Source: an optimization exercise on an open RTL-to-GDS flow (aim: a short achievable clock period and few clock cycles). Production flows keep margins and buffers that such runs may drop. At most, simulation tests tie the RTL to the original design; equivalence was not proved. No functional check of the RTL was part of runs 1 to 3. Power and IR drop assume default switching activity.

===== flow/run.sh =====
#!/bin/bash
# synth_recipe.tcl (not shown) runs the flow's synth.tcl, then flattens the netlist and writes it again
# the make line also repeats each setting of config.mk as NAME=value (left out here)
make -C /OpenROAD-flow-scripts/flow DESIGN_CONFIG=/design/flow/config.mk WORK_HOME=/design/flow/orfs CLKGATE_MAP_FILE= SYNTH_SCRIPT=/design/flow/synth_recipe.tcl finish

===== flow/config.mk =====
export PLATFORM = sky130hd
export DESIGN_NAME = pipelined_cpu
export DESIGN_NICKNAME = pipelined_cpu
export VERILOG_FILES = /design/flow/design.v
export SDC_FILE = /design/flow/constraint.sdc
export NUM_CORES = 4
export LEC_CHECK = 0
export ABC_CLOCK_PERIOD_IN_PS = 2500
export CAP_MARGIN = 20
export CORE_MARGIN = 2
export CORE_UTILIZATION = 40
export SETUP_SLACK_MARGIN = 5
export SLEW_MARGIN = 20

===== flow/constraint.sdc =====
create_clock -name core_clock -period 8.0 [get_ports {clk}]
set_input_delay 1.6000 -clock core_clock [delete_from_list [all_inputs] [get_ports {clk}]]
set_output_delay 1.6000 -clock core_clock [all_outputs]
set_load 0.01 [all_outputs]

===== flow/design.v =====
`timescale 1ns / 1ps
module decode(
    input  [31:0] inst,
    output        uses_rs,
    output        uses_rt,
    output        alusrc,       
    output        is_load,
    output        is_store,
    output        is_branch,
    output        wr,           
    output [4:0]  dest,
    output [5:0]  fn            
    );
    wire [5:0] op = inst[31:26];
    wire [3:0] f  = inst[3:0];
    wire is_r    = (op == 6'b100000) | (op == 6'b100010) | (op == 6'b100100) |
                   (op == 6'b100101) | (op == 6'b101010);
    wire is_lw   = (op == 6'b100011);
    wire is_sw   = (op == 6'b101011);
    wire is_beq  = (op == 6'b000100);
    wire is_j    = (op == 6'b000010);
    wire is_addi = (op == 6'b001000);
    wire is_andi = (op == 6'b001100);
    wire is_sll  = (op == 6'b000000);
    wire is_ori  = ~(is_r | is_lw | is_sw | is_beq | is_j | is_addi | is_andi | is_sll);
    wire r_add = is_r & (f == 4'b0000);
    wire r_sub = is_r & (f == 4'b0010);
    wire r_and = is_r & (f == 4'b0100);
    wire r_or  = is_r & (f == 4'b0101);
    wire r_slt = is_r & ~(f == 4'b0000) & ~(f == 4'b0010) & ~(f == 4'b0100) & ~(f == 4'b0101);
    assign uses_rs   = ~is_j;
    assign uses_rt   = is_r | is_sw | is_beq | is_sll;
    assign alusrc    = is_lw | is_sw | is_addi | is_andi | is_ori;
    assign is_load   = is_lw;
    assign is_store  = is_sw;
    assign is_branch = is_beq;
    assign dest      = is_r ? inst[15:11] : inst[20:16];
    assign wr        = (is_r | is_lw | is_addi | is_andi | is_ori | is_sll) & (dest != 5'd0);
    assign fn        = {is_sll, r_slt, r_or | is_ori, r_and | is_andi, r_sub,
                        r_add | is_lw | is_sw | is_addi};
endmodule
`timescale 1ns / 1ps
module alu(
    input  [31:0] a,
    input  [31:0] b,
    input  [31:0] c,
    input  [5:0]  fn,
    output [31:0] o
    );
    wire [31:0] add, diff;
    add32k add_1(a, b, 1'b0, add);
    add32k sub_1(a, ~b, 1'b1, diff);
    wire        lt   = (a[31] != b[31]) ? a[31] : diff[31];
    wire [31:0] sh  = (c[31:5] != 27'd0) ? 32'd0 : (a << c[4:0]);
    assign o = ({32{fn[0]}} & add) |
               ({32{fn[1]}} & diff) |
               ({32{fn[2]}} & (a & b)) |
               ({32{fn[3]}} & (a | b)) |
               ({32{fn[4]}} & {31'd0, lt}) |
               ({32{fn[5]}} & sh);
endmodule
module add32k(
    input  [31:0] a,
    input  [31:0] b,
    input         cin,
    output [31:0] s
    );
    wire [31:0] p = a ^ b;
    wire [31:0] g0 = a & b;
    wire [31:0] g = {g0[31:1], g0[0] | (p[0] & cin)};
    wire [31:0] g1, p1, g2, p2, g3, p3, g4, p4, g5;
    genvar i;
    generate
        for (i = 0; i < 32; i = i + 1) begin : l1
            if (i >= 1) begin : x
                assign g1[i] = g[i] | (p[i] & g[i-1]);
                assign p1[i] = p[i] & p[i-1];
            end else begin : y
                assign g1[i] = g[i];
                assign p1[i] = p[i];
            end
        end
        for (i = 0; i < 32; i = i + 1) begin : l2
            if (i >= 2) begin : x
                assign g2[i] = g1[i] | (p1[i] & g1[i-2]);
                assign p2[i] = p1[i] & p1[i-2];
            end else begin : y
                assign g2[i] = g1[i];
                assign p2[i] = p1[i];
            end
        end
        for (i = 0; i < 32; i = i + 1) begin : l3
            if (i >= 4) begin : x
                assign g3[i] = g2[i] | (p2[i] & g2[i-4]);
                assign p3[i] = p2[i] & p2[i-4];
            end else begin : y
                assign g3[i] = g2[i];
                assign p3[i] = p2[i];
            end
        end
        for (i = 0; i < 32; i = i + 1) begin : l4
            if (i >= 8) begin : x
                assign g4[i] = g3[i] | (p3[i] & g3[i-8]);
                assign p4[i] = p3[i] & p3[i-8];
            end else begin : y
                assign g4[i] = g3[i];
                assign p4[i] = p3[i];
            end
        end
        for (i = 0; i < 32; i = i + 1) begin : l5
            if (i >= 16) begin : x
                assign g5[i] = g4[i] | (p4[i] & g4[i-16]);
            end else begin : y
                assign g5[i] = g4[i];
            end
        end
    endgenerate
    wire [31:0] c = {g5[30:0], cin};
    assign s = p ^ c;
endmodule
`timescale 1ns / 1ps
module reg_mem(
    input         clk,
    input         we,
    input  [4:0]  wa,
    input  [31:0] wd,
    input  [4:0]  ra1,
    input  [4:0]  ra2,
    output [31:0] rd1,
    output [31:0] rd2
    );
    reg [31:0] mem [31:1];
    always @(posedge clk) begin
        if (we & (wa != 5'd0)) mem[wa] <= wd;
    end
    assign rd1 = (ra1 == 5'd0) ? 32'd0 : (we & (wa == ra1)) ? wd : mem[ra1];
    assign rd2 = (ra2 == 5'd0) ? 32'd0 : (we & (wa == ra2)) ? wd : mem[ra2];
endmodule
module btb(
    input         clk,
    input         rst,
    input  [31:0] pc,
    output        pred_taken,
    output        hit,
    output [1:0]  ctr_out,
    output [31:0] pred_target,
    input         upd,          
    input  [31:0] upd_pc,
    input         upd_taken,
    input         upd_hit,      
    input  [1:0]  upd_ctr,      
    input  [31:0] upd_target
    );
    reg        valid [0:15];
    reg [1:0]  ctr   [0:15];
    reg [3:0]  tag   [0:15];
    reg [11:0] tgt   [0:15];    
    wire [3:0] ri = pc[5:2];
    wire [3:0] wi = upd_pc[5:2];
    assign hit         = valid[ri] & (tag[ri] == pc[9:6]);
    assign ctr_out     = ctr[ri];
    assign pred_taken  = hit & ctr[ri][1];
    assign pred_target = {pc[31:14], tgt[ri], 2'b00};
    wire [1:0] c     = upd_ctr;
    wire       alloc = upd & ~upd_hit & upd_taken;
    integer k;
    always @(posedge clk) begin
        if (upd & upd_taken) tgt[wi] <= upd_target[13:2];
        if (alloc) tag[wi] <= upd_pc[9:6];
        if (alloc) ctr[wi] <= 2'b10;
        else if (upd & upd_hit) begin
            if (upd_taken) ctr[wi] <= (c == 2'b11) ? 2'b11 : c + 2'b01;
            else           ctr[wi] <= (c == 2'b00) ? 2'b00 : c - 2'b01;
        end
        if (rst) begin
            for (k = 0; k < 16; k = k + 1) valid[k] <= 1'b0;
        end
        else if (alloc) valid[wi] <= 1'b1;
    end
endmodule
`timescale 1ns / 1ps
module pipelined_cpu(
    input clk,
    input rst,
    output [31:0] imem_addr,
    input [31:0] imem_rdata,
    output [31:0] dmem_addr,
    output [31:0] dmem_wdata,
    output dmem_we,
    input [31:0] dmem_rdata
    );
    reg [31:0] pc;
    reg        d_valid;
    reg [31:0] d_inst;
    reg [31:0] d_pc;
    reg        d_pred, d_hit;
    reg [1:0]  d_ctr;
    reg [31:0] d_ptgt;
    reg        e_valid;
    reg        e_load, e_store, e_branch, e_wr;
    reg [5:0]  e_fn;
    reg [4:0]  e_dest;
    reg [31:0] e_a, e_b, e_sd;
    reg        e_fa, e_fb, e_fs;
    reg        e_pred, e_hit;
    reg [1:0]  e_ctr;
    reg [31:0] e_ptgt;
    reg [31:0] e_pc, e_pc4, e_target;
    reg        m_wr, m_load, m_store;
    reg [4:0]  m_dest;
    reg [31:0] m_res, m_sd;
    reg        m_branch, m_taken, m_hit;
    reg [1:0]  m_ctr;
    reg [31:0] m_pc, m_target;
    wire [31:0] m_wd = m_load ? dmem_rdata : m_res;
    assign dmem_addr  = m_res;
    assign dmem_wdata = m_sd;
    assign dmem_we    = m_store;
    wire [31:0] a  = e_fa ? m_res : e_a;
    wire [31:0] b  = e_fb ? m_res : e_b;
    wire [31:0] sd = e_fs ? m_res : e_sd;
    wire [31:0] res;
    alu alu_1(a, b, sd, e_fn, res);
    wire eq       = (a == sd);    
    wire taken    = e_branch & eq;
    wire e_tgt_ok = (e_ptgt == e_target);
    wire mp_eq  = e_valid & (e_pred ? ~(e_branch & e_tgt_ok) : e_branch);
    wire mp_ne  = e_valid & e_pred;
    wire mispred = eq ? mp_eq : mp_ne;
    wire d_uses_rs, d_uses_rt, d_alusrc, d_load, d_store, d_branch, d_wr;
    wire [4:0] d_dest;
    wire [5:0] d_fn;
    decode dec(d_inst, d_uses_rs, d_uses_rt, d_alusrc, d_load, d_store, d_branch, d_wr,
               d_dest, d_fn);
    wire [4:0] rs = d_inst[25:21];
    wire [4:0] rt = d_inst[20:16];
    wire [31:0] rd1, rd2;
    reg_mem rf(clk, m_wr, m_dest, m_wd, rs, rt, rd1, rd2);
    wire [31:0] imm    = {{16{d_inst[15]}}, d_inst[15:0]};
    wire [31:0] d_pc4  = d_pc + 32'd4;
    wire [31:0] d_tgt  = d_pc4 + {imm[29:0], 2'b00};
    wire e_fwd_ok = e_valid & e_wr & ~e_load;
    wire hit_rs   = e_fwd_ok & (e_dest == rs);
    wire hit_rt   = e_fwd_ok & (e_dest == rt);
    wire stall = e_valid & e_load & e_wr &
                 ((d_uses_rs & (e_dest == rs)) | (d_uses_rt & (e_dest == rt)));
    wire        f_pred, f_hit;
    wire [1:0]  f_ctr;
    wire [31:0] f_ptgt;
    btb bp(clk, rst, pc, f_pred, f_hit, f_ctr, f_ptgt,
           m_branch, m_pc, m_taken, m_hit, m_ctr, m_target);
    assign imem_addr = pc;
    wire [31:0] pc4   = pc + 32'd4;
    wire [31:0] fpath = stall ? pc : f_pred ? f_ptgt : pc4;
    wire [31:0] npc_eq = mp_eq ? (e_branch ? e_target : e_pc4) : fpath;
    wire [31:0] npc_ne = mp_ne ? e_pc4 : fpath;
    always @(posedge clk) begin
        if (rst) pc <= 32'd0;
        else     pc <= {eq ? npc_eq[31:2] : npc_ne[31:2], 2'b00};
        if (rst | mispred) d_valid <= 1'b0;
        else if (~stall)   d_valid <= 1'b1;
        if (~stall) begin
            d_inst <= imem_rdata;
            d_pc   <= pc;
            d_pred <= f_pred;
            d_hit  <= f_hit;
            d_ctr  <= f_ctr;
            d_ptgt <= f_ptgt;
        end
        e_valid  <= ~rst & ~mispred & ~stall & d_valid;
        e_load   <= d_load;
        e_store  <= d_store;
        e_branch <= d_branch;
        e_wr     <= d_wr;
        e_fn     <= d_fn;
        e_dest   <= d_dest;
        e_a      <= rd1;
        e_b      <= d_alusrc ? imm : rd2;
        e_sd     <= rd2;
        e_fa     <= hit_rs;
        e_fb     <= hit_rt & ~d_alusrc;
        e_fs     <= hit_rt;
        e_pred   <= d_pred;
        e_ptgt   <= d_ptgt;
        e_hit    <= d_hit;
        e_ctr    <= d_ctr;
        e_pc     <= d_pc;
        e_pc4    <= d_pc4;
        e_target <= d_tgt;
        m_wr     <= ~rst & e_valid & e_wr;
        m_load   <= e_load;
        m_store  <= ~rst & e_valid & e_store;
        m_branch <= ~rst & e_valid & e_branch;
        m_taken  <= taken;
        m_hit    <= e_hit;
        m_ctr    <= e_ctr;
        m_dest   <= e_dest;
        m_res    <= res;
        m_sd     <= sd;
        m_pc     <= e_pc;
        m_target <= e_target;
    end
endmodule

==> key figures, run 1 <==
Worst setup path
  • R2R Setup Slk: 3.91 ns
  • CP delay by family, top: compound AO/OA/AOI/OAI gates
  • Worst r2r src: e_fa
  • Worst-path cell chain: buf_4 > buf_12 > mux2i_4 > ha_4 > or3_4 > a211oi_4 > o31ai_4 > a31oi_4 > o31ai_4 > o211ai_1 > a221oi_2 > fa_1 > o22ai_1 > a221oi_1 > o21ai_1 > a21oi_1 > o21ai_1
  • Crit path DAT: 4.80 ns
  • Critical path buffers and inverters: 2
  • Peak per-stage delay on the critical path: 0.49 ns
  • CP Class: reg -> reg
  • Critical Path Start Type: register
  • CP Capture Type: register
  • Worst Path Max Fanout: 6
  • CP max stage cell: fa_1
  • RR Endpoint: m_res[31]
  • R2R cell count: 17
  • WP depth: 17
  • WP data required: 8.71 ns

Detailed routing
  • Residual DRC: 0
  • Drt total wl: 277000 um
  • Detailed Routing Iterations Pass 1: 7
  • Vias post-DR: 53300
  • Starting DRC count in detailed routing: 6825
  • Routed Antenna Nets: 0
  • Drt wl/cell: 32.4 um
  • Via density: 6.23

Power and ir drop
  • Worst VDD drop: 0.000160 V
  • Internal power: 0.0167 W
  • Gate power share: 15.4%
  • Sw Share: 26.7%
  • PwrDens: 229 nW/um2
  • Sequential share of power: 45.9%
  • Sw Pwr: 0.00608 W
  • Leakage power: 33.8 nW
  • Clock power share: 38.7%

CTS
  • CTS clk-pin slew, worst paths: 0.07 ns
  • Clock Latency Late Sink: 0.85 ns
  • CTS root buffer: clkbuf_16
  • CTS tree: yes
  • Total CTS buffers: 181
  • Post-CTS Hold Buffers: 0
  • CTS Buffer Depth: 3
  • H-Tree Depth: 4
  • Clock sink count: 1724

Hold path
  • HP Start: e_pc[8]
  • Worst hold path type: reg -> reg
  • Hold depth: 0
  • Hold path endpoint: m_pc[8]

Global route
  • Total GRT Usage: 26.0%
  • Antenna violations before repair: 12
  • First-pass GRT wire length: 389000 um
  • Grt ovf: 0
  • Vias in the first global route: 52100
  • Largest net degree at the start of global routing: 72

Logic synthesis
  • Synth Instances: 5284
  • Async SR Flop Fraction: 0%
  • Synth warnings: 3
  • Seq/Total Area, Yosys: 59.0%
  • Avg Inst Size Synth: 15.4 um2
  • Flop and latch count out of synthesis: 1724
  • Post-synth cell types: 99
  • Syn Std Cell Area: 81500 um2
  • Synth Flop Type: edfxtp_1
  • Post-synth EDFFs: 1358

Timing
  • Slew Limit Fails: 0
  • Max-slew headroom: 18.1%
  • Final hold violation count: 0
  • F_max: 0.244 GHz
  • RSZ-0062 raised after global routing: yes
  • Measured slew at the worst slew-check pin: 1.23 ns
  • Tcrit/Tclk final: 51.2%
  • Final setup violation count: 0
  • Final Skew: 0.0306 ns
  • Tmin final: 4.09 ns
  • Setup TNS: 0 ns

Status
  • Status: complete, no violations

Finish
  • Final Cell Area: 99200 um2
  • Synthesis-to-layout area growth: 21.7%
  • Fillers: 16800
  • Fraction of layout cells with a size suffix above 1: 34.6%
  • # nets final: 5923
  • Commonest cells after routing, fill and taps aside: 1358 x edfxtp_1, 638 x mux4_2, 307 x buf_4
  • Commonest non-fill, non-tap cell in the layout: edfxtp_1

Floorplanning
  • Ports: 163
  • Starting Density: 40.3%
  • Full die area: 207000 um2
  • Chip width: 456 um
  • Die Ht: 456 um
  • Count of standard-cell rows: 165
  • Core area: 202000 um2

Place
  • Placed Area: 86300 um2
  • Detail Placement HPWL: 162000 um
  • Port bufs: 160
  • Placer Congestion: 0.926

Run
  • Max Cap Viol: 0
[cell type report]
cell class / count / area [um2] / share of cell area [%]
diodes: 3 / 7.51 / 0.00757
clock buffers: 250 / 5110 / 5.15
clock inverters: 86 / 1110 / 1.12
inverters: 174 / 677 / 0.682
multi-input cells: 3027 / 34100 / 34.4
flip-flops and latches: 1724 / 48400 / 48.7
well taps: 2672 / 3340 / 3.37
repair buffers: 614 / 6470 / 6.53
repair inverters: 4 / 25.0 / 0.0252
[how the worst max path moves through the flow]
stage,startpoint,endpoint,slack (ns)
after floorplan,e_fa,m_res[31],4.01
after global placement,e_fa,pc[10],2.70
after detailed placement,e_fb,m_res[31],2.76
after CTS,e_fa,m_res[31],3.96
after global routing,e_fa,m_res[31],3.71
final,e_fa,m_res[31],3.91
[metal layers]
metal	wire, um	global-route usage [%]	vias up
li1	-	-	22000
met1	107000	34.7	27900
met2	133000	42.1	2884
met3	25400	4.85	542
met4	12300	10.3	8
met5	43	0	-
[worst register-to-register path, stage by stage, from the launching register on]
cell	delay (ns)
dfxtp_4	0.41
buf_4	0.14
buf_12	0.12
mux2i_4	0.32
ha_4	0.25
or3_4	0.40
a211oi_4	0.28
o31ai_4	0.14
a31oi_4	0.26
o31ai_4	0.08
o211ai_1	0.30
a221oi_2	0.11
fa_1	0.49
o22ai_1	0.07
a221oi_1	0.24
o21ai_1	0.11
a21oi_1	0.15
o21ai_1	0.10
[power by group through the flow]
| stage | Sequential [W] | Combinational, W | Clock [W] |
|---|---|---|---|
| floorplan | 0.0105 | 0.00182 | 0 |
| global placement | 0.0106 | 0.00278 | 0 |
| detailed placement | 0.0107 | 0.00280 | 0 |
| CTS | 0.0104 | 0.00332 | 0.00890 |
| global route | 0.0104 | 0.00369 | 0.00926 |
| finish | 0.0104 | 0.00351 | 0.00881 |
[repair_timing]
item / CTS / global route
setup endpoints to repair: 658 / 399
gates cloned: 27 / 9
setup buffers: 254 / 65
endpoints found under the hold margin: 0 / 0
resized for setup: 1076 / 138
pin swaps: 150 / 110
[Yosys cell counts (8+ instances only)]
| library cell | instances | area share [%] |
|---|---|---|
| a211oi_1 | 173 | 1.6 |
| a21o_1 | 52 | 0.48 |
| a21oi_1 | 167 | 1.0 |
| a221o_1 | 32 | 0.39 |
| a221oi_1 | 33 | 0.35 |
| a22o_1 | 26 | 0.28 |
| a22oi_1 | 11 | 0.10 |
| a31oi_1 | 25 | 0.19 |
| and2_1 | 11 | 0.084 |
| and3_1 | 32 | 0.25 |
| buf_1 | 45 | 0.21 |
| buf_2 | 77 | 0.47 |
| buf_4 | 35 | 0.32 |
| buf_6 | 8 | 0.11 |
| clkbuf_1 | 199 | 0.92 |
| dfxtp_1 | 366 | 9.0 |
| edfxtp_1 | 1358 | 50 |
| ha_1 | 127 | 1.9 |
| inv_1 | 166 | 0.76 |
| mux2_2 | 47 | 0.65 |
| mux2i_1 | 273 | 3.4 |
| mux4_2 | 638 | 18 |
| nand2_1 | 239 | 1.1 |
| nand2b_1 | 20 | 0.15 |
| nand3_1 | 69 | 0.42 |
| nand3b_1 | 9 | 0.083 |
| nand4_1 | 28 | 0.21 |
| nor2_1 | 334 | 1.5 |
| nor2b_1 | 25 | 0.19 |
| nor3_1 | 47 | 0.29 |
| nor4_1 | 28 | 0.21 |
| o211ai_1 | 33 | 0.30 |
| o21a_1 | 11 | 0.10 |
| o21ai_0 | 127 | 0.78 |
| o21bai_1 | 13 | 0.12 |
| o221ai_1 | 39 | 0.42 |
| o22ai_1 | 9 | 0.069 |
| o2bb2ai_1 | 11 | 0.12 |
| o31ai_1 | 13 | 0.12 |
| or3_1 | 16 | 0.12 |
| xnor2_1 | 116 | 1.2 |
| xor2_1 | 60 | 0.64 |
[metrics by stage]
step	hold slack, ns	total power (W)	worst slack [ns]	utilization [%]	cells
6_report	0.331	0.0228	3.91	49.0	8554
5_1_grt	0.343	0.0234	3.71	49.0	8552
4_1_cts	0.331	0.0226	3.96	48.4	8476
3_5_place_dp	0.319	0.0135	2.76	42.7	7859
3_3_place_gp	0.315	0.0134	2.70	42.6	7858
2_1_floorplan	0.310	0.0123	4.01	-	5285
[kinds of logic after synthesis]
group,synth area share (%)
adders and majority gates,2.06
other,0.00460
xor gates and xnor gates,1.91
buffers and inverters,2.87
muxes,21.8
and+or+nand+nor,5.10
AOI/OAI and AO/OA,7.23
DFF,59.0
[sequential cells by signal, indices dropped and copies added (netlist names), 32 cells and up, named ones only]
register / count
rf.mem: 992
bp.tgt: 192
bp.tag: 64
bp.ctr: 32
d_inst: 32
e_a: 32
e_b: 32
e_sd: 32
m_res: 32
m_sd: 32
==> inputs of run 2 (changes only) <==
--- a/flow/design.v
+++ b/flow/design.v
@@ -53,10 +53,9 @@
     wire        lt   = (a[31] != b[31]) ? a[31] : diff[31];
     wire [31:0] sh  = (c[31:5] != 27'd0) ? 32'd0 : (a << c[4:0]);
-    assign o = ({32{fn[0]}} & add) |
-               ({32{fn[1]}} & diff) |
-               ({32{fn[2]}} & (a & b)) |
-               ({32{fn[3]}} & (a | b)) |
-               ({32{fn[4]}} & {31'd0, lt}) |
-               ({32{fn[5]}} & sh);
+    wire [31:0] early = ({32{fn[2]}} & (a & b)) |
+                        ({32{fn[3]}} & (a | b)) |
+                        ({32{fn[4]}} & {31'd0, lt}) |
+                        ({32{fn[5]}} & sh);
+    assign o = fn[0] ? add : fn[1] ? diff : early;
 endmodule
 module add32k(
@@ -117,5 +116,9 @@
     endgenerate
     wire [31:0] c = {g5[30:0], cin};
-    assign s = p ^ c;
+    generate
+        for (i = 0; i < 32; i = i + 1) begin : sm
+            assign s[i] = c[i] ? ~p[i] : p[i];
+        end
+    endgenerate
 endmodule
 `timescale 1ns / 1ps
@@ -190,8 +193,8 @@
     input [31:0] dmem_rdata
     );
-    reg [31:0] pc;
+    reg [31:2] pc;      
     reg        d_valid;
     reg [31:0] d_inst;
-    reg [31:0] d_pc;
+    reg [31:0] d_pc, d_pc4;
     reg        d_pred, d_hit;
     reg [1:0]  d_ctr;
@@ -238,5 +241,4 @@
     reg_mem rf(clk, m_wr, m_dest, m_wd, rs, rt, rd1, rd2);
     wire [31:0] imm    = {{16{d_inst[15]}}, d_inst[15:0]};
-    wire [31:0] d_pc4  = d_pc + 32'd4;
     wire [31:0] d_tgt  = d_pc4 + {imm[29:0], 2'b00};
     wire e_fwd_ok = e_valid & e_wr & ~e_load;
@@ -248,19 +250,20 @@
     wire [1:0]  f_ctr;
     wire [31:0] f_ptgt;
-    btb bp(clk, rst, pc, f_pred, f_hit, f_ctr, f_ptgt,
+    btb bp(clk, rst, {pc, 2'b00}, f_pred, f_hit, f_ctr, f_ptgt,
            m_branch, m_pc, m_taken, m_hit, m_ctr, m_target);
-    assign imem_addr = pc;
-    wire [31:0] pc4   = pc + 32'd4;
-    wire [31:0] fpath = stall ? pc : f_pred ? f_ptgt : pc4;
+    assign imem_addr = {pc, 2'b00};
+    wire [31:0] pc4   = {pc + 30'd1, 2'b00};
+    wire [31:0] fpath = stall ? {pc, 2'b00} : f_pred ? f_ptgt : pc4;
     wire [31:0] npc_eq = mp_eq ? (e_branch ? e_target : e_pc4) : fpath;
     wire [31:0] npc_ne = mp_ne ? e_pc4 : fpath;
     always @(posedge clk) begin
-        if (rst) pc <= 32'd0;
-        else     pc <= {eq ? npc_eq[31:2] : npc_ne[31:2], 2'b00};
+        if (rst) pc <= 30'd0;
+        else     pc <= eq ? npc_eq[31:2] : npc_ne[31:2];
         if (rst | mispred) d_valid <= 1'b0;
         else if (~stall)   d_valid <= 1'b1;
         if (~stall) begin
             d_inst <= imem_rdata;
-            d_pc   <= pc;
+            d_pc   <= {pc, 2'b00};
+            d_pc4  <= pc4;
             d_pred <= f_pred;
             d_hit  <= f_hit;
==> run 2 against run 1 <==
Net effect: hold slack worse by 0.031 ns; first-iteration DRC count down 4.4%; sequential cell count up 26; area after synthesis up 0.33%; via count down 0.59%; critical path depth up 1; non-clock buffer count down 31; fmax down 4.2%; count of clock-buffer cells in the layout down 25; combinational power up 5%; synthesized cell count about the same; critical endpoint unchanged.
==> key figures, run 2 <==
Floorplanning
  • Ports: 163
  • Full die area: 208000 um2
  • Count of standard-cell rows: 166
  • Die Ht: 456 um
  • Core area: 204000 um2
  • Starting Density: 40.1%
  • Chip width: 456 um

Worst setup path
  • CP Capture Type: register
  • Peak per-stage delay on the critical path: 0.44 ns
  • Crit path DAT: 5.06 ns
  • Worst Path Max Fanout: 5
  • CP max stage cell: fa_2
  • CP delay by family, top: compound AO/OA/AOI/OAI gates
  • Critical path buffers and inverters: 3
  • Crit path top cell by count: nor2_1
  • Critical Path Start Type: register
  • Worst-path cell chain: buf_12 > buf_6 > mux2i_4 > inv_1 > ha_1 > nor3_2 > o221ai_1 > o311ai_1 > nor2_1 > a311o_1 > a211oi_4 > a21boi_1 > or3b_4 > a21oi_4 > fa_2 > a32oi_1 > nor2_1 > a21oi_1
  • CP Class: reg -> reg
  • WP data required: 8.79 ns

Logic synthesis
  • Synth area leader: edfxtp_1
  • Post-synth cell types: 88
  • Most instantiated library cell after synthesis: edfxtp_1
  • Post-synth EDFFs: 1384
  • Avg Inst Size Synth: 15.5 um2
  • Top cells by count, synth: 1384 x edfxtp_1, 651 x mux4_2, 388 x nor2_1
  • Seq/Total Area, Yosys: 59.8%
  • Flop and latch count out of synthesis: 1750
  • Synth Instances: 5279
  • Async SR Flop Fraction: 0%
  • Yosys top cell area share: 50.8%
  • Synth Flop Type: edfxtp_1
  • Syn Std Cell Area: 81800 um2
  • Synth top area cells: edfxtp_1 51%, mux4_2 18%, dfxtp_1 9.0%
  • Synth warnings: 3

Timing
  • F_max: 0.234 GHz
  • Measured slew at the worst slew-check pin: 1.27 ns
  • Final Skew: 0.0738 ns
  • Setup ws final: 3.73 ns
  • Final setup violation count: 0
  • Tmin final: 4.27 ns
  • Tcrit/Tclk final: 53.4%
  • Slew Limit Fails: 0
  • Setup TNS: 0 ns
  • RSZ-0062 raised after global routing: yes
  • Final hold violation count: 0
  • Max-slew headroom: 14.8%

Place
  • Setup WS pre-CTS: 2.65 ns
  • # placed instances: 7875
  • Placer Congestion: 0.891
  • Placed Area: 86800 um2
  • Port bufs: 160
  • Detail Placement HPWL: 163000 um

Run
  • Max Cap Viol: 0

Power and ir drop
  • Total power: 0.0229 W
  • Sw Pwr: 0.00630 W
  • Sequential share of power: 46.7%
  • PwrDens: 233 nW/um2
  • Internal power: 0.0166 W
  • Sw Share: 27.5%
  • Clock power share: 37.2%
  • Worst VDD drop: 0.000239 V
  • Leakage power: 33.6 nW
  • Gate power share: 16.1%

Global route
  • Antenna violations before repair: 9
  • First-pass GRT wire length: 388000 um
  • Largest net degree at the start of global routing: 153
  • Grt ovf: 0
  • Vias in the first global route: 51800
  • Total GRT Usage: 25.9%

Finish
  • Final Cell Area: 98300 um2
  • Fraction of layout cells with a size suffix above 1: 33.7%
  • # nets final: 5883
  • Max reg flops: 992
  • Non-filler cells in the finished layout: 8528
  • Commonest cells after routing, fill and taps aside: 1384 x edfxtp_1, 651 x mux4_2, 335 x nor2_1
  • Synthesis-to-layout area growth: 20.2%
  • Commonest non-fill, non-tap cell in the layout: edfxtp_1
  • Reg with most FFs: rf.mem
  • Fillers: 17200
  • Largest regs: rf.mem x992, bp.tgt x192, bp.tag x64

Detailed routing
  • Residual DRC: 0
  • Vias post-DR: 53000
  • Drt total wl: 278000 um
  • Detailed Routing Iterations Pass 1: 6
  • Routed Antenna Nets: 0
  • Drt wl/cell: 32.6 um
  • Starting DRC count in detailed routing: 6528
  • Via density: 6.22

CTS
  • H-Tree Depth: 4
  • CTS root buffer: clkbuf_16
  • Clock Latency Late Sink: 0.86 ns
  • CTS Buffer Depth: 3
  • Clock sink count: 1750
  • CTS tree: yes
  • CTS clk-pin slew, worst paths: 0.06 ns
  • Total CTS buffers: 183

Status
  • Status: complete, no violations

Hold path
  • Worst hold path type: reg -> reg
## run 2: cell count changes in the layout (fill, tap and decap cells not counted), moves of 36 or more
cell      previous run  this run
a22oi_1              8        44
nor2_1             268       335
a211oi_1           131        90
o21ai_0             84       137
a21oi_1            137       189
nand2_1            232       189
## run 2: metal layers
metal / part of all wire [%] / wire (um) / GRT usage (%)
met1: 39 / 107000 / 34.6
met2: 47 / 132000 / 41.3
met3: 9.1 / 25400 / 5.28
met4: 4.9 / 13700 / 11.1
met5: 0.014 / 40 / 0
## run 2: kinds of logic (layout without fill, tap and decap cells)
family                   Yosys count  count (layout)  synth area share [%]
AO/OA/AOI/OAI                    864             864                  6.92
buffers and inverters            531            1084                  2.72
flip-flops                      1750            1750                  59.8
AND/OR/NAND/NOR                  868             873                  4.77
adder cells (fa/ha/maj)          131             131                  2.04
XOR/XNOR                         163             163                  1.74
other                              1               3               0.00458
multiplexers                     971             972                  22.0
## run 2: cell type report
cell class	instances	area [um2]	share of cell area (%)
inverters	163	632	0.643
clock inverters	112	1070	1.09
diodes	1	2.50	0.00254
repair inverters	1	7.51	0.00763
well taps	2688	3360	3.42
clock buffers	225	4880	4.96
flip-flops and latches	1750	49200	50.0
multi-input cells	3005	33100	33.6
repair buffers	583	6150	6.25
## run 2: worst paths after layout
check                           slack, ns  cells past startpoint        end  startpoint
worst min register to register       0.30                      0  e_ptgt[7]   d_ptgt[7]
worst max-delay path                 3.73                     18  m_res[31]        e_fa
worst min-delay path                 0.30                      0  e_ptgt[7]   d_ptgt[7]
worst max register to register       3.73                     18  m_res[31]        e_fa
## run 2: stage by stage
| stage | utilization [%] | hold WS (ns) |
|---|---|---|
| 3_5_place_dp | 42.6 | 0.313 |
| 3_3_place_gp | 42.6 | 0.312 |
| 2_1_floorplan | - | 0.310 |
| 6_report | 48.2 | 0.300 |
| 4_1_cts | 47.4 | 0.295 |
| 5_1_grt | 48.2 | 0.327 |
## run 2: power by group through the flow
stage / registers (W) / logic (W) / clock network (W)
5_1_grt: 0.0107 / 0.00388 / 0.00897
3_5_place_dp: 0.0109 / 0.00300 / 0
2_1_floorplan: 0.0107 / 0.00192 / 0
3_3_place_gp: 0.0109 / 0.00299 / 0
4_1_cts: 0.0107 / 0.00345 / 0.00860
6_report: 0.0107 / 0.00369 / 0.00851
## run 2: what timing repair did
| action | CTS | global route |
|---|---|---|
| gates cloned | 24 | 11 |
| setup endpoints to repair | 707 | 319 |
| resized for setup | 901 | 168 |
| hold endpoints to repair | 0 | 0 |
| pin swaps | 72 | 68 |
| setup buffers | 199 | 81 |
| hold buffers | 0 | 0 |
==> inputs of run 3 (changes only) <==
--- a/flow/design.v
+++ b/flow/design.v
@@ -44,81 +44,18 @@
     input  [31:0] a,
     input  [31:0] b,
-    input  [31:0] c,
     input  [5:0]  fn,
-    output [31:0] o
-    );
-    wire [31:0] add, diff;
-    add32k add_1(a, b, 1'b0, add);
-    add32k sub_1(a, ~b, 1'b1, diff);
-    wire        lt   = (a[31] != b[31]) ? a[31] : diff[31];
-    wire [31:0] sh  = (c[31:5] != 27'd0) ? 32'd0 : (a << c[4:0]);
+    output [31:0] o,
+    output        eq
+    );
+    wire        sub  = fn[1] | fn[4];
+    wire [31:0] sum  = a + (sub ? ~b : b) + {31'd0, sub};
+    wire        lt   = (a[31] != b[31]) ? a[31] : sum[31];
+    wire [31:0] sh   = (b[31:5] != 27'd0) ? 32'd0 : (a << b[4:0]);
     wire [31:0] early = ({32{fn[2]}} & (a & b)) |
                         ({32{fn[3]}} & (a | b)) |
                         ({32{fn[4]}} & {31'd0, lt}) |
                         ({32{fn[5]}} & sh);
-    assign o = fn[0] ? add : fn[1] ? diff : early;
-endmodule
-module add32k(
-    input  [31:0] a,
-    input  [31:0] b,
-    input         cin,
-    output [31:0] s
-    );
-    wire [31:0] p = a ^ b;
-    wire [31:0] g0 = a & b;
-    wire [31:0] g = {g0[31:1], g0[0] | (p[0] & cin)};
-    wire [31:0] g1, p1, g2, p2, g3, p3, g4, p4, g5;
-    genvar i;
-    generate
-        for (i = 0; i < 32; i = i + 1) begin : l1
-            if (i >= 1) begin : x
-                assign g1[i] = g[i] | (p[i] & g[i-1]);
-                assign p1[i] = p[i] & p[i-1];
-            end else begin : y
-                assign g1[i] = g[i];
-                assign p1[i] = p[i];
-            end
-        end
-        for (i = 0; i < 32; i = i + 1) begin : l2
-            if (i >= 2) begin : x
-                assign g2[i] = g1[i] | (p1[i] & g1[i-2]);
-                assign p2[i] = p1[i] & p1[i-2];
-            end else begin : y
-                assign g2[i] = g1[i];
-                assign p2[i] = p1[i];
-            end
-        end
-        for (i = 0; i < 32; i = i + 1) begin : l3
-            if (i >= 4) begin : x
-                assign g3[i] = g2[i] | (p2[i] & g2[i-4]);
-                assign p3[i] = p2[i] & p2[i-4];
-            end else begin : y
-                assign g3[i] = g2[i];
-                assign p3[i] = p2[i];
-            end
-        end
-        for (i = 0; i < 32; i = i + 1) begin : l4
-            if (i >= 8) begin : x
-                assign g4[i] = g3[i] | (p3[i] & g3[i-8]);
-                assign p4[i] = p3[i] & p3[i-8];
-            end else begin : y
-                assign g4[i] = g3[i];
-                assign p4[i] = p3[i];
-            end
-        end
-        for (i = 0; i < 32; i = i + 1) begin : l5
-            if (i >= 16) begin : x
-                assign g5[i] = g4[i] | (p4[i] & g4[i-16]);
-            end else begin : y
-                assign g5[i] = g4[i];
-            end
-        end
-    endgenerate
-    wire [31:0] c = {g5[30:0], cin};
-    generate
-        for (i = 0; i < 32; i = i + 1) begin : sm
-            assign s[i] = c[i] ? ~p[i] : p[i];
-        end
-    endgenerate
+    assign o  = (fn[0] | fn[1]) ? sum : early;
+    assign eq = (a == b);
 endmodule
 `timescale 1ns / 1ps
@@ -224,6 +161,6 @@
     wire [31:0] sd = e_fs ? m_res : e_sd;
     wire [31:0] res;
-    alu alu_1(a, b, sd, e_fn, res);
-    wire eq       = (a == sd);    
+    wire        eq;
+    alu alu_1(a, b, e_fn, res, eq);
     wire taken    = e_branch & eq;
     wire e_tgt_ok = (e_ptgt == e_target);
==> run 3 against run 2 <==
Net effect: critical endpoint is now pc[8]; critical path depth fell by 3; setup slack improved by 0.68 ns; largest power group unchanged; area after synthesis fell by 2.2%; synthesized cell count fell by 4.1%; still clean on timing, DRC and antenna; highest routed layer unchanged; critical path type unchanged.
==> key figures, run 3 <==
Global route
  • Grt ovf: 0
  • Total GRT Usage: 25.4%
  • First-pass GRT wire length: 370000 um
  • Antenna violations before repair: 13
  • Largest net degree at the start of global routing: 91
  • Vias in the first global route: 49200

Detailed routing
  • Drt wl/cell: 32.3 um
  • Vias post-DR: 50700
  • Residual DRC: 0
  • Via density: 6.11
  • Routed Antenna Nets: 0
  • Detailed Routing Iterations Pass 1: 6
  • Starting DRC count in detailed routing: 6321
  • Drt total wl: 268000 um

Finish
  • Fillers: 16600
  • Fin util: 48.6%
  • # nets final: 5680
  • Synthesis-to-layout area growth: 21.1%
  • Reg with most FFs: rf.mem
  • Commonest non-fill, non-tap cell in the layout: edfxtp_1
  • Commonest cells after routing, fill and taps aside: 1384 x edfxtp_1, 595 x mux4_2, 302 x buf_4
  • Fraction of layout cells with a size suffix above 1: 33.5%
  • Largest regs: rf.mem x992, bp.tgt x192, bp.tag x64
  • Final Cell Area: 96900 um2
  • Max reg flops: 992

Hold path
  • Worst hold path type: reg -> reg

Floorplanning
  • Ports: 163
  • Core area: 199000 um2
  • Full die area: 204000 um2
  • Starting Density: 40.1%
  • Count of standard-cell rows: 164
  • Die Ht: 451 um
  • Chip width: 451 um

Logic synthesis
  • Avg Inst Size Synth: 15.8 um2
  • Synth warnings: 3
  • Flop and latch count out of synthesis: 1750
  • Post-synth cell types: 85
  • Synth Flop Type: edfxtp_1
  • Seq/Total Area, Yosys: 61.1%
  • Top cells by count, synth: 1384 x edfxtp_1, 595 x mux4_2, 366 x dfxtp_1
  • Syn Std Cell Area: 80000 um2
  • Yosys top cell area share: 52.0%
  • Post-synth EDFFs: 1384
  • Synth area leader: edfxtp_1
  • Most instantiated library cell after synthesis: edfxtp_1
  • Synth Instances: 5060
  • Async SR Flop Fraction: 0%
  • Synth top area cells: edfxtp_1 52%, mux4_2 17%, dfxtp_1 9.2%

Timing
  • Measured slew at the worst slew-check pin: 1.10 ns
  • F_max: 0.279 GHz
  • Final setup violation count: 0
  • Final Skew: 0.0731 ns
  • Tcrit/Tclk final: 44.9%
  • Final hold violation count: 0
  • Setup TNS: 0 ns
  • RSZ-0062 raised after global routing: yes
  • Slew Limit Fails: 0
  • Tmin final: 3.59 ns
  • Max-slew headroom: 26.6%
  • Setup ws final: 4.41 ns

CTS
  • Total CTS buffers: 184
  • Clock Latency Late Sink: 0.83 ns
  • CTS Buffer Depth: 3
  • CTS clk-pin slew, worst paths: 0.06 ns
  • Clock sink count: 1750
  • H-Tree Depth: 4
  • CTS root buffer: clkbuf_16
  • CTS tree: yes

Place
  • Setup WS pre-CTS: 2.89 ns
  • Placer Congestion: 0.922
  • Placed Area: 84900 um2
  • Detail Placement HPWL: 156000 um
  • Port bufs: 160

Worst setup path
  • Critical Path Start Type: register
  • R2R Setup Slk: 4.41 ns
  • Peak per-stage delay on the critical path: 0.37 ns
  • CP Class: reg -> reg
  • Crit path DAT: 4.25 ns
  • Worst Path Max Fanout: 9
  • CP Capture Type: register
  • CP max stage cell: dfxtp_4
  • WP data required: 8.66 ns
  • Worst-path cell chain: buf_12 > buf_16 > buf_4 > mux2i_2 > ha_1 > nor4_4 > nand2_2 > nor4_4 > o32ai_4 > buf_6 > o21bai_4 > buf_12 > nor2_4 > o21ai_1 > o211ai_1

Power and ir drop
  • Total power: 0.0223 W
  • Worst VDD drop: 0.000217 V
  • Leakage power: 33.1 nW
  • PwrDens: 231 nW/um2

Run
  • Max Cap Viol: 0

Status
  • Status: complete, no violations
[run 3: cell types whose count changed after synthesis, sizes merged, moves of 41 or more]
cell	change
mux2i	+84
a221o	-44
a211oi	+66
inv	-50
a21oi	-77
o21ai	-73
xor2	+41
nand2	+41
mux4	-56
nor2	-46
[run 3: kinds of logic after synthesis]
logic type      count (synthesis)  synth area share, %
other cells                     1              0.00469
simple gates                  841                 4.72
buf+inv                       462                 2.47
xor+xnor                      180                 1.97
flops                        1750                 61.1
mux                           991                 21.8
compound gates                707                 5.90
fa+ha+maj                     128                 2.02
[run 3: path summary, 6_finish.rpt]
path              startpoint            to  cells after the start
setup reg to reg        e_fa         pc[8]                     15
hold / removal       e_pc[5]  bp.upd_pc[5]                      0
hold reg to reg      e_pc[5]  bp.upd_pc[5]                      0
setup / recovery        e_fa         pc[8]                     15
[run 3: power breakdown]
part	leakage, nW	switching [W]	internal [W]
clock	2.97	0.00371	0.00489
sequential	15.8	0.000276	0.0102
combinational	14.4	0.00189	0.00133
total	33.1	0.00587	0.0165
[run 3: worst max-delay path, delay by kind of cell (launching register included)]
family / cells / cell delay (ns)
AND/OR/NAND/NOR: 4 / 0.91
buffers and inverters: 5 / 0.75
multiplexers: 1 / 0.28
adder cells (fa/ha/maj): 1 / 0.35
AO/OA/AOI/OAI: 4 / 0.74
flip-flops: 1 / 0.37
[run 3: area by class of cell]
| cell class | count | area [um2] | area share, % |
|---|---|---|---|
| clock buffer | 246 | 5140 | 5.30 |
| sequential | 1750 | 49200 | 50.7 |
| multi-input combinational | 2851 | 31700 | 32.7 |
| inverter | 112 | 477 | 0.492 |
| timing repair buffer | 581 | 6080 | 6.28 |
| timing repair inverter | 7 | 51.3 | 0.0529 |
| tap | 2656 | 3320 | 3.43 |
| antenna | 3 | 7.51 | 0.00775 |
| clock inverter | 92 | 940 | 0.970 |
[run 3: repair_timing]
action / 4_1_cts / 5_1_grt
hold buffers: 0 / 0
setup buffers: 204 / 81
endpoints found under the setup margin: 696 / 417
cloned: 20 / 17
gates resized for setup: 890 / 218
pin swaps: 61 / 61
[run 3: per-stage QoR]
step	hold WS, ns	cells
after floorplan	0.310	5061
after global placement	0.311	7633
after detailed placement	0.312	7635
after CTS	0.315	8197
after global routing	0.327	8296
final	0.310	8298
[run 3: per-layer routing]
metal	GRT usage, %	vias to the layer above	routed length [um]
met5	0.734	-	245
met4	9.34	8	10900
met3	4.47	483	22500
met2	41.5	2549	130000
met1	33.9	26600	105000
li1	-	21000	-
==> inputs of run 4 (changes only) <==
--- a/flow/design.v
+++ b/flow/design.v
@@ -45,6 +45,5 @@
     input  [31:0] b,
     input  [5:0]  fn,
-    output [31:0] o,
-    output        eq
+    output [31:0] o
     );
     wire        sub  = fn[1] | fn[4];
@@ -57,5 +56,4 @@
                         ({32{fn[5]}} & sh);
     assign o  = (fn[0] | fn[1]) ? sum : early;
-    assign eq = (a == b);
 endmodule
 `timescale 1ns / 1ps
@@ -142,5 +140,5 @@
     reg [4:0]  e_dest;
     reg [31:0] e_a, e_b, e_sd;
-    reg        e_fa, e_fb, e_fs;
+    reg        e_fa, e_fb, e_fs, e_eq;
     reg        e_pred, e_hit;
     reg [1:0]  e_ctr;
@@ -161,6 +159,6 @@
     wire [31:0] sd = e_fs ? m_res : e_sd;
     wire [31:0] res;
-    wire        eq;
-    alu alu_1(a, b, e_fn, res, eq);
+    alu alu_1(a, b, e_fn, res);
+    wire eq = e_fa ? (e_fs ? 1'b1 : (m_res == e_sd)) : (e_fs ? (e_a == m_res) : e_eq);
     wire taken    = e_branch & eq;
     wire e_tgt_ok = (e_ptgt == e_target);
@@ -218,4 +216,5 @@
         e_b      <= d_alusrc ? imm : rd2;
         e_sd     <= rd2;
+        e_eq     <= (rd1 == rd2);
         e_fa     <= hit_rs;
         e_fb     <= hit_rt & ~d_alusrc;
==> run 4 against run 3 <==
Net effect: core utilization increased by 0.41 points; count of clock-buffer cells in the layout down 5; via count rose by 5.8%; still clean; synthesized cell count rose by 4.7%; total power shrank 0.29%; first-iteration DRC count rose by 5.0%; cell count rose by 3.6%.
==> key figures, run 4 <==
Logic synthesis
  • Flop and latch count out of synthesis: 1756
  • Synth Instances: 5300
  • Synth Flop Type: edfxtp_1
  • Synth top area cells: edfxtp_1 52%, mux4_2 13%, dfxtp_1 9.3%
  • Post-synth EDFFs: 1384
  • Synth area leader: edfxtp_1
  • Async SR Flop Fraction: 0%
  • Avg Inst Size Synth: 15.2 um2
  • Seq/Total Area, Yosys: 61.0%
  • Syn Std Cell Area: 80400 um2
  • Most instantiated library cell after synthesis: edfxtp_1
  • Top cells by count, synth: 1384 x edfxtp_1, 478 x mux4_2, 372 x dfxtp_1
  • Synth warnings: 3
  • Post-synth cell types: 88
  • Yosys top cell area share: 51.7%

Timing
  • Final Skew: 0.0611 ns
  • WHS: 0.328 ns
  • Final hold violation count: 0
  • Tmin final: 3.51 ns
  • Setup ws final: 4.49 ns
  • Setup TNS: 0 ns
  • Max-slew headroom: 27.7%
  • Slew Limit Fails: 0
  • Final setup violation count: 0
  • RSZ-0062 raised after global routing: yes
  • F_max: 0.285 GHz
  • Tcrit/Tclk final: 43.9%
  • Measured slew at the worst slew-check pin: 1.08 ns

Global route
  • First-pass GRT wire length: 390000 um
  • Antenna violations before repair: 9
  • Vias in the first global route: 52700
  • Largest net degree at the start of global routing: 73
  • Total GRT Usage: 26.7%
  • Grt ovf: 0

Detailed routing
  • Detailed Routing Iterations Pass 1: 6
  • Residual DRC: 0
  • Drt total wl: 280000 um
  • Drt wl/cell: 32.6 um
  • Via density: 6.24
  • Vias post-DR: 53600
  • Starting DRC count in detailed routing: 6634
  • Routed Antenna Nets: 0

Floorplanning
  • Chip width: 452 um
  • Core area: 200000 um2
  • Count of standard-cell rows: 164
  • Starting Density: 40.3%
  • Ports: 163
  • Die Ht: 452 um
  • Full die area: 205000 um2

Worst setup path
  • CP Capture Type: register
  • Critical path buffers and inverters: 2
  • CP delay by family, top: simple AND/OR/NAND/NOR gates
  • Worst Path Max Fanout: 45
  • Peak per-stage delay on the critical path: 0.46 ns
  • Critical Path Start Type: register
  • WP data required: 8.73 ns
  • Crit path DAT: 4.25 ns
  • CP Class: reg -> reg
  • CP max stage cell: dfxtp_4
  • Worst-path cell chain: buf_12 > nand2b_1 > buf_6 > o22ai_1 > o31ai_2 > o21a_1 > xor2_1 > nor4_1 > nand4_1 > nor4_2

CTS
  • Total CTS buffers: 180
  • Clock sink count: 1756
  • H-Tree Depth: 4
  • Clock Latency Late Sink: 0.82 ns
  • CTS root buffer: clkbuf_16
  • CTS clk-pin slew, worst paths: 0.06 ns
  • CTS Buffer Depth: 3
  • CTS tree: yes

Hold path
  • Worst hold path type: reg -> reg

Place
  • Setup WS pre-CTS: 3.44 ns
  • Placer Congestion: 0.932
  • Detail Placement HPWL: 162000 um
  • # placed instances: 7853
  • Port bufs: 160

Run
  • Max Cap Viol: 0

Finish
  • Commonest non-fill, non-tap cell in the layout: edfxtp_1
  • # nets final: 5911
  • Reg with most FFs: rf.mem
  • Max reg flops: 992
  • Fraction of layout cells with a size suffix above 1: 34.1%
  • Largest regs: rf.mem x992, bp.tgt x192, bp.tag x64
  • Commonest cells after routing, fill and taps aside: 1384 x edfxtp_1, 478 x mux4_2, 324 x buf_4
  • Synthesis-to-layout area growth: 21.8%
  • Non-filler cells in the finished layout: 8594

Power and ir drop
  • PwrDens: 228 nW/um2
  • Worst VDD drop: 0.000230 V
  • Leakage power: 33.3 nW

Status
  • Status: complete, no violations
-- run 4: cell types whose count changed after synthesis, sizes merged, moves of 35 or more --
cell / previous run / this run
a211oi: 184 / 135
mux4: 595 / 478
o21a: 13 / 48
o21ai: 110 / 147
o22ai: 33 / 112
a22oi: 40 / 96
inv: 111 / 76
ha: 125 / 65
mux2i: 334 / 214
o31ai: 4 / 39
xnor2: 78 / 178
buf: 138 / 188
mux2: 62 / 165
a22o: 7 / 76
-- run 4: layout make-up --
cell class	count	area (um2)
tap	2656	3320
clock inverter	93	832
inverter	76	344
fill	16700	102000
sequential	1756	49300
timing repair buffer	667	7450
clock buffer	241	4850
multi-input combinational	3090	31800
timing repair inverter	7	51.3
antenna	8	20.0
-- run 4: where the power goes --
group | switching, W | leakage, nW | internal, W
sequential | 0.000263 | 15.8 | 0.0103
combinational | 0.00213 | 14.8 | 0.00141
clock | 0.00364 | 2.77 | 0.00457
-- run 4: worst paths after layout --
kind	from	to	slack, ns	depth (start not counted)
worst max-delay path	register	e_eq	4.49	10
worst max register to register	register	e_eq	4.49	10
worst min register to register	e_pc[2]	bp.upd_pc[2]	0.33	0
worst min-delay path	e_pc[2]	bp.upd_pc[2]	0.33	0
-- run 4: kinds of logic after synthesis --
kind of cell | synth area share [%]
simple gates | 4.87
xor+xnor | 3.00
other cells | 0.00467
mux | 18.4
flops | 61.0
fa+ha+maj | 1.07
buf+inv | 2.88
compound gates | 8.81
-- run 4: worst register-to-register path, cell delays in order, from the launching register on --
cell      delay, ns
dfxtp_4        0.46
buf_12         0.33
nand2b_1       0.38
buf_6          0.32
o22ai_1        0.17
o31ai_2        0.42
o21a_1         0.36
xor2_1         0.11
nor4_1         0.24
nand4_1        0.29
nor4_2         0.34
-- run 4: timing repair --
item / CTS / global route
buffers inserted: 268 / 73
pin swaps: 89 / 142
endpoints found under the setup margin: 507 / 285
hold buffers: 0 / 0
gates resized for setup: 994 / 207
endpoints found under the hold margin: 0 / 0
gates cloned: 50 / 7
-- run 4: layer usage --
metal / routed length (um) / vias to the layer above / track usage [%]
met2: 129000 / 3153 / 41.8
met5: 0 / - / 0
li1: - / 22100 / -
met1: 106000 / 27600 / 34.4
met4: 18600 / 0 / 15.7
met3: 26700 / 727 / 5.46
-- run 4: metrics by stage --
| step | total power, W | util [%] | area [um2] |
|---|---|---|---|
| finish | 0.0223 | 49.0 | 97900 |
| detailed placement | 0.0134 | 42.5 | 84900 |
| floorplan | 0.0123 | - | 80700 |
| CTS | 0.0221 | 48.2 | 96200 |
| global placement | 0.0134 | 42.5 | 84900 |
| global route | 0.0228 | 49.0 | 97900 |
Testbench counts of run 4, summed over its fixed seeds: cycles 37,505.
==> inputs of run 5 (changes only) <==
--- a/flow/design.v
+++ b/flow/design.v
@@ -141,4 +141,5 @@
     reg [31:0] e_a, e_b, e_sd;
     reg        e_fa, e_fb, e_fs, e_eq;
+    reg        e_la, e_lb, e_ls;
     reg        e_pred, e_hit;
     reg [1:0]  e_ctr;
@@ -155,10 +156,13 @@
     assign dmem_wdata = m_sd;
     assign dmem_we    = m_store;
-    wire [31:0] a  = e_fa ? m_res : e_a;
-    wire [31:0] b  = e_fb ? m_res : e_b;
-    wire [31:0] sd = e_fs ? m_res : e_sd;
+    wire [31:0] a  = e_la ? dmem_rdata : e_fa ? m_res : e_a;
+    wire [31:0] b  = e_lb ? dmem_rdata : e_fb ? m_res : e_b;
+    wire [31:0] sd = e_ls ? dmem_rdata : e_fs ? m_res : e_sd;
     wire [31:0] res;
     alu alu_1(a, b, e_fn, res);
-    wire eq = e_fa ? (e_fs ? 1'b1 : (m_res == e_sd)) : (e_fs ? (e_a == m_res) : e_eq);
+    wire eq = e_fa ? (e_fs ? 1'b1 : (m_res == e_sd)) :
+              e_la ? (e_ls ? 1'b1 : (dmem_rdata == e_sd)) :
+              e_fs ? (e_a == m_res) :
+              e_ls ? (e_a == dmem_rdata) : e_eq;
     wire taken    = e_branch & eq;
     wire e_tgt_ok = (e_ptgt == e_target);
@@ -177,9 +181,7 @@
     wire [31:0] imm    = {{16{d_inst[15]}}, d_inst[15:0]};
     wire [31:0] d_tgt  = d_pc4 + {imm[29:0], 2'b00};
-    wire e_fwd_ok = e_valid & e_wr & ~e_load;
+    wire e_fwd_ok = e_valid & e_wr;
     wire hit_rs   = e_fwd_ok & (e_dest == rs);
     wire hit_rt   = e_fwd_ok & (e_dest == rt);
-    wire stall = e_valid & e_load & e_wr &
-                 ((d_uses_rs & (e_dest == rs)) | (d_uses_rt & (e_dest == rt)));
     wire        f_pred, f_hit;
     wire [1:0]  f_ctr;
@@ -189,5 +191,5 @@
     assign imem_addr = {pc, 2'b00};
     wire [31:0] pc4   = {pc + 30'd1, 2'b00};
-    wire [31:0] fpath = stall ? {pc, 2'b00} : f_pred ? f_ptgt : pc4;
+    wire [31:0] fpath = f_pred ? f_ptgt : pc4;
     wire [31:0] npc_eq = mp_eq ? (e_branch ? e_target : e_pc4) : fpath;
     wire [31:0] npc_ne = mp_ne ? e_pc4 : fpath;
@@ -196,6 +198,6 @@
         else     pc <= eq ? npc_eq[31:2] : npc_ne[31:2];
         if (rst | mispred) d_valid <= 1'b0;
-        else if (~stall)   d_valid <= 1'b1;
-        if (~stall) begin
+        else               d_valid <= 1'b1;
+        begin
             d_inst <= imem_rdata;
             d_pc   <= {pc, 2'b00};
@@ -206,5 +208,5 @@
             d_ptgt <= f_ptgt;
         end
-        e_valid  <= ~rst & ~mispred & ~stall & d_valid;
+        e_valid  <= ~rst & ~mispred & d_valid;
         e_load   <= d_load;
         e_store  <= d_store;
@@ -217,7 +219,10 @@
         e_sd     <= rd2;
         e_eq     <= (rd1 == rd2);
-        e_fa     <= hit_rs;
-        e_fb     <= hit_rt & ~d_alusrc;
-        e_fs     <= hit_rt;
+        e_fa     <= hit_rs & ~e_load;
+        e_fb     <= hit_rt & ~e_load & ~d_alusrc;
+        e_fs     <= hit_rt & ~e_load;
+        e_la     <= hit_rs & e_load;
+        e_lb     <= hit_rt & e_load & ~d_alusrc;
+        e_ls     <= hit_rt & e_load;
         e_pred   <= d_pred;
         e_ptgt   <= d_ptgt;
==> run 5 against run 4 <==
Net effect: clock power increased by 2%; setup slack worse by 0.038 ns; die area increased by 1.5%; area after synthesis rose by 1.5%; combinational power increased by 4%; synthesized cell count up 9.3%; critical path type unchanged; highest routed layer unchanged.
==> key figures, run 5 <==
Detailed routing
  • Vias post-DR: 58600
  • Via density: 6.46
  • Residual DRC: 0
  • Detailed Routing Iterations Pass 1: 8
  • Drt wl/cell: 34.7 um
  • Starting DRC count in detailed routing: 8331
  • Routed Antenna Nets: 0
  • Drt total wl: 315000 um

Logic synthesis
  • Avg Inst Size Synth: 14.1 um2
  • Post-synth EDFFs: 1280
  • Flop and latch count out of synthesis: 1749
  • Synth warnings: 3
  • Most instantiated library cell after synthesis: edfxtp_1
  • Synth top area cells: edfxtp_1 47%, dfxtp_1 12%, mux4_2 11%
  • Syn Std Cell Area: 81600 um2
  • Synth area leader: edfxtp_1
  • Yosys top cell area share: 47.1%
  • Top cells by count, synth: 1280 x edfxtp_1, 469 x dfxtp_1, 412 x mux2i_1
  • Synth Flop Type: edfxtp_1
  • Post-synth cell types: 107
  • Synth Instances: 5791
  • Seq/Total Area, Yosys: 58.6%
  • Async SR Flop Fraction: 0%

CTS
  • Clock Latency Late Sink: 0.86 ns
  • Total CTS buffers: 174
  • Clock sink count: 1749
  • H-Tree Depth: 4
  • CTS Buffer Depth: 3
  • CTS root buffer: clkbuf_16
  • CTS tree: yes
  • CTS clk-pin slew, worst paths: 0.06 ns

Floorplanning
  • Ports: 163
  • Die Ht: 456 um
  • Full die area: 208000 um2
  • Chip width: 456 um
  • Count of standard-cell rows: 165
  • Core area: 203000 um2
  • Starting Density: 40.3%

Worst setup path
  • Worst-path cell chain: buf_4 > nand2b_4 > buf_8 > o221ai_1 > a21oi_1 > nor3_1 > nor3_1 > a211oi_2 > xnor2_1 > nand4_1 > nor4_2
  • CP Capture Type: register
  • Worst Path Max Fanout: 17
  • CP max stage cell: a211oi_2
  • Crit path DAT: 4.30 ns
  • R2R Setup Slk: 4.45 ns
  • Critical path buffers and inverters: 2
  • CP Class: reg -> reg
  • Peak per-stage delay on the critical path: 0.59 ns
  • Crit path top cell by count: nor3_1
  • CP delay by family, top: simple AND/OR/NAND/NOR gates
  • Critical Path Start Type: register
  • WP data required: 8.75 ns

Finish
  • Fillers: 17100
  • Synthesis-to-layout area growth: 21.3%
  • Commonest cells after routing, fill and taps aside: 1280 x edfxtp_1, 390 x mux4_2, 381 x buf_4
  • Non-filler cells in the finished layout: 9079
  • Final Cell Area: 98900 um2
  • Commonest non-fill, non-tap cell in the layout: edfxtp_1
  • Reg with most FFs: rf.mem
  • Largest regs: rf.mem x992, bp.tgt x192, bp.tag x64
  • Fraction of layout cells with a size suffix above 1: 31.1%
  • # nets final: 6386
  • Max reg flops: 992

Global route
  • Antenna violations before repair: 6
  • Total GRT Usage: 29.4%
  • First-pass GRT wire length: 434000 um
  • Grt ovf: 0
  • Largest net degree at the start of global routing: 68
  • Vias in the first global route: 56700

Timing
  • Tcrit/Tclk final: 44.4%
  • Setup TNS: 0 ns
  • Final hold violation count: 0
  • WHS: 0.319 ns
  • Final setup violation count: 0
  • Tmin final: 3.55 ns
  • Max-slew headroom: 23.4%
  • F_max: 0.282 GHz
  • Slew Limit Fails: 0
  • RSZ-0062 raised after global routing: yes
  • Measured slew at the worst slew-check pin: 1.12 ns
  • Final Skew: 0.0412 ns

Run
  • Max Cap Viol: 0

Place
  • Placer Congestion: 0.958
  • Detail Placement HPWL: 185000 um
  • Placed Area: 85900 um2
  • # placed instances: 8345
  • Port bufs: 160

Power and ir drop
  • Gate power share: 16.3%
  • Clock power share: 37.2%
  • Worst VDD drop: 0.000198 V
  • Leakage power: 34.1 nW
  • PwrDens: 227 nW/um2
  • Sw Share: 27.7%
  • Internal power: 0.0163 W
  • Sw Pwr: 0.00622 W
  • Sequential share of power: 46.5%

Status
  • Status: complete, no violations

Hold path
  • Worst hold path type: reg -> reg
==> run 5: changes by cell type after synthesis, sizes merged, moves of 65 or more <==
| cell | previous run | this run |
|---|---|---|
| dfxtp | 372 | 469 |
| nand2 | 209 | 357 |
| o221ai | 3 | 86 |
| mux2i | 214 | 412 |
| mux4 | 478 | 399 |
| a22o | 76 | 11 |
| a211oi | 135 | 60 |
| edfxtp | 1384 | 1280 |
| o21ai | 147 | 254 |
==> run 5: path summary, 6_finish.rpt <==
kind	start	end	cells after the start
hold reg to reg	e_pc[6]	bp.upd_pc[6]	0
setup reg to reg	d_inst[22]	e_eq	11
hold / removal	e_pc[6]	bp.upd_pc[6]	0
setup / recovery	d_inst[22]	e_eq	11
==> run 5: logic make-up (layout without fill, tap and decap cells) <==
kind of cell | after synthesis | after routing | share of synthesized area, %
multiplexers | 941 | 941 | 17.9
XOR/XNOR | 338 | 338 | 3.63
other | 1 | 9 | 0.00460
AND/OR/NAND/NOR | 1105 | 1107 | 6.22
buffers and inverters | 514 | 1117 | 3.51
adder cells (fa/ha/maj) | 68 | 68 | 1.06
flip-flops | 1749 | 1749 | 58.6
AO/OA/AOI/OAI | 1075 | 1078 | 9.02
==> run 5: power by group through the flow <==
stage	registers (W)	clock network [W]	logic, W
floorplan	0.0105	0	0.00186
global placement	0.0107	0	0.00282
detailed placement	0.0107	0	0.00284
CTS	0.0104	0.00841	0.00343
global route	0.0105	0.00875	0.00380
finish	0.0105	0.00836	0.00368
==> run 5: repair_timing <==
| action | CTS | global route |
|---|---|---|
| pin swaps | 124 | 100 |
| hold buffers | 0 | 0 |
| setup buffers | 271 | 80 |
| hold endpoints to repair | 0 | 0 |
| setup endpoints to repair | 864 | 155 |
| resized for setup | 1178 | 179 |
| gates cloned | 47 | 6 |
==> run 5: routing by layer <==
layer	wire length (um)	part of all wire, %	global-route usage [%]	up-vias
met5	0	0	0	-
met4	21500	6.8	17.0	0
met3	38000	12	8.00	992
met2	139000	44	44.6	4165
met1	117000	37	37.9	29900
li1	-	-	-	23600
==> run 5: worst reg2reg max path, delay by kind of cell (launching register included) <==
kind | cells | cell delay, ns
flops | 1 | 0.51
buf+inv | 2 | 0.55
simple gates | 5 | 1.26
xor+xnor | 1 | 0.19
compound gates | 3 | 0.96
==> run 5: per-stage QoR <==
stage	util, %	worst slack [ns]	total power, W
after floorplan	-	3.93	0.0124
after global placement	42.4	1.83	0.0135
after detailed placement	42.4	1.95	0.0136
after CTS	48.1	4.48	0.0223
after global routing	48.8	4.42	0.0230
final	48.8	4.45	0.0225
==> run 5: final cells by class <==
cell class / instances / area [um2] / area share, %
timing repair inverter: 3 / 16.3 / 0.0164
sequential: 1749 / 48100 / 48.6
antenna: 7 / 17.5 / 0.0177
tap: 2672 / 3340 / 3.38
clock buffer: 225 / 4830 / 4.88
multi-input combinational: 3534 / 33600 / 33.9
inverter: 90 / 362 / 0.366
timing repair buffer: 701 / 7710 / 7.79
clock inverter: 98 / 972 / 0.983
Testbench counts of run 5, summed over its fixed seeds: cycles 34,530.

-- what the ideal ports hide --
The results above use ideal ports. As a check the final layouts listed here were re-extracted and re-timed, cells and wires unchanged. Step 1 sets driving cells, clkbuf_16 on the clock port and buf_2 on the other inputs (assumed; they add their load-dependent delay and slew). Step 2, shift: input delay + t, output delay - t, t = (earliest + latest rising clock arrival at the registers) / 2. This alone moves slack from input paths to output paths. Slacks: ideal ports / drivers / drivers and shift; pairs: ideal ports / drivers.
run	shift t [ns]	setup slack, ns	clock arrival spread, ns	worst register clock-pin slew, ns	worst slew at a driven data input, ns
run 1	0.918	3.906 / 3.906 / 3.906	0.040 / 0.041	0.07 / 0.07	0.11
run 2	0.911	3.726 / 3.726 / 3.726	0.089 / 0.089	0.08 / 0.08	0.07
run 3	0.911	4.410 / 4.410 / 4.095	0.094 / 0.094	0.07 / 0.07	0.14
run 4	0.879	4.487 / 4.487 / 3.738	0.070 / 0.071	0.07 / 0.07	0.13
run 5	0.945	4.449 / 4.417 / 3.615	0.043 / 0.044	0.07 / 0.07	0.09
After both steps every run listed still meets setup and hold. For run 5, which loses most, drivers alone change the setup slack by -0.032 ns; drivers and shift together by -0.834 ns.
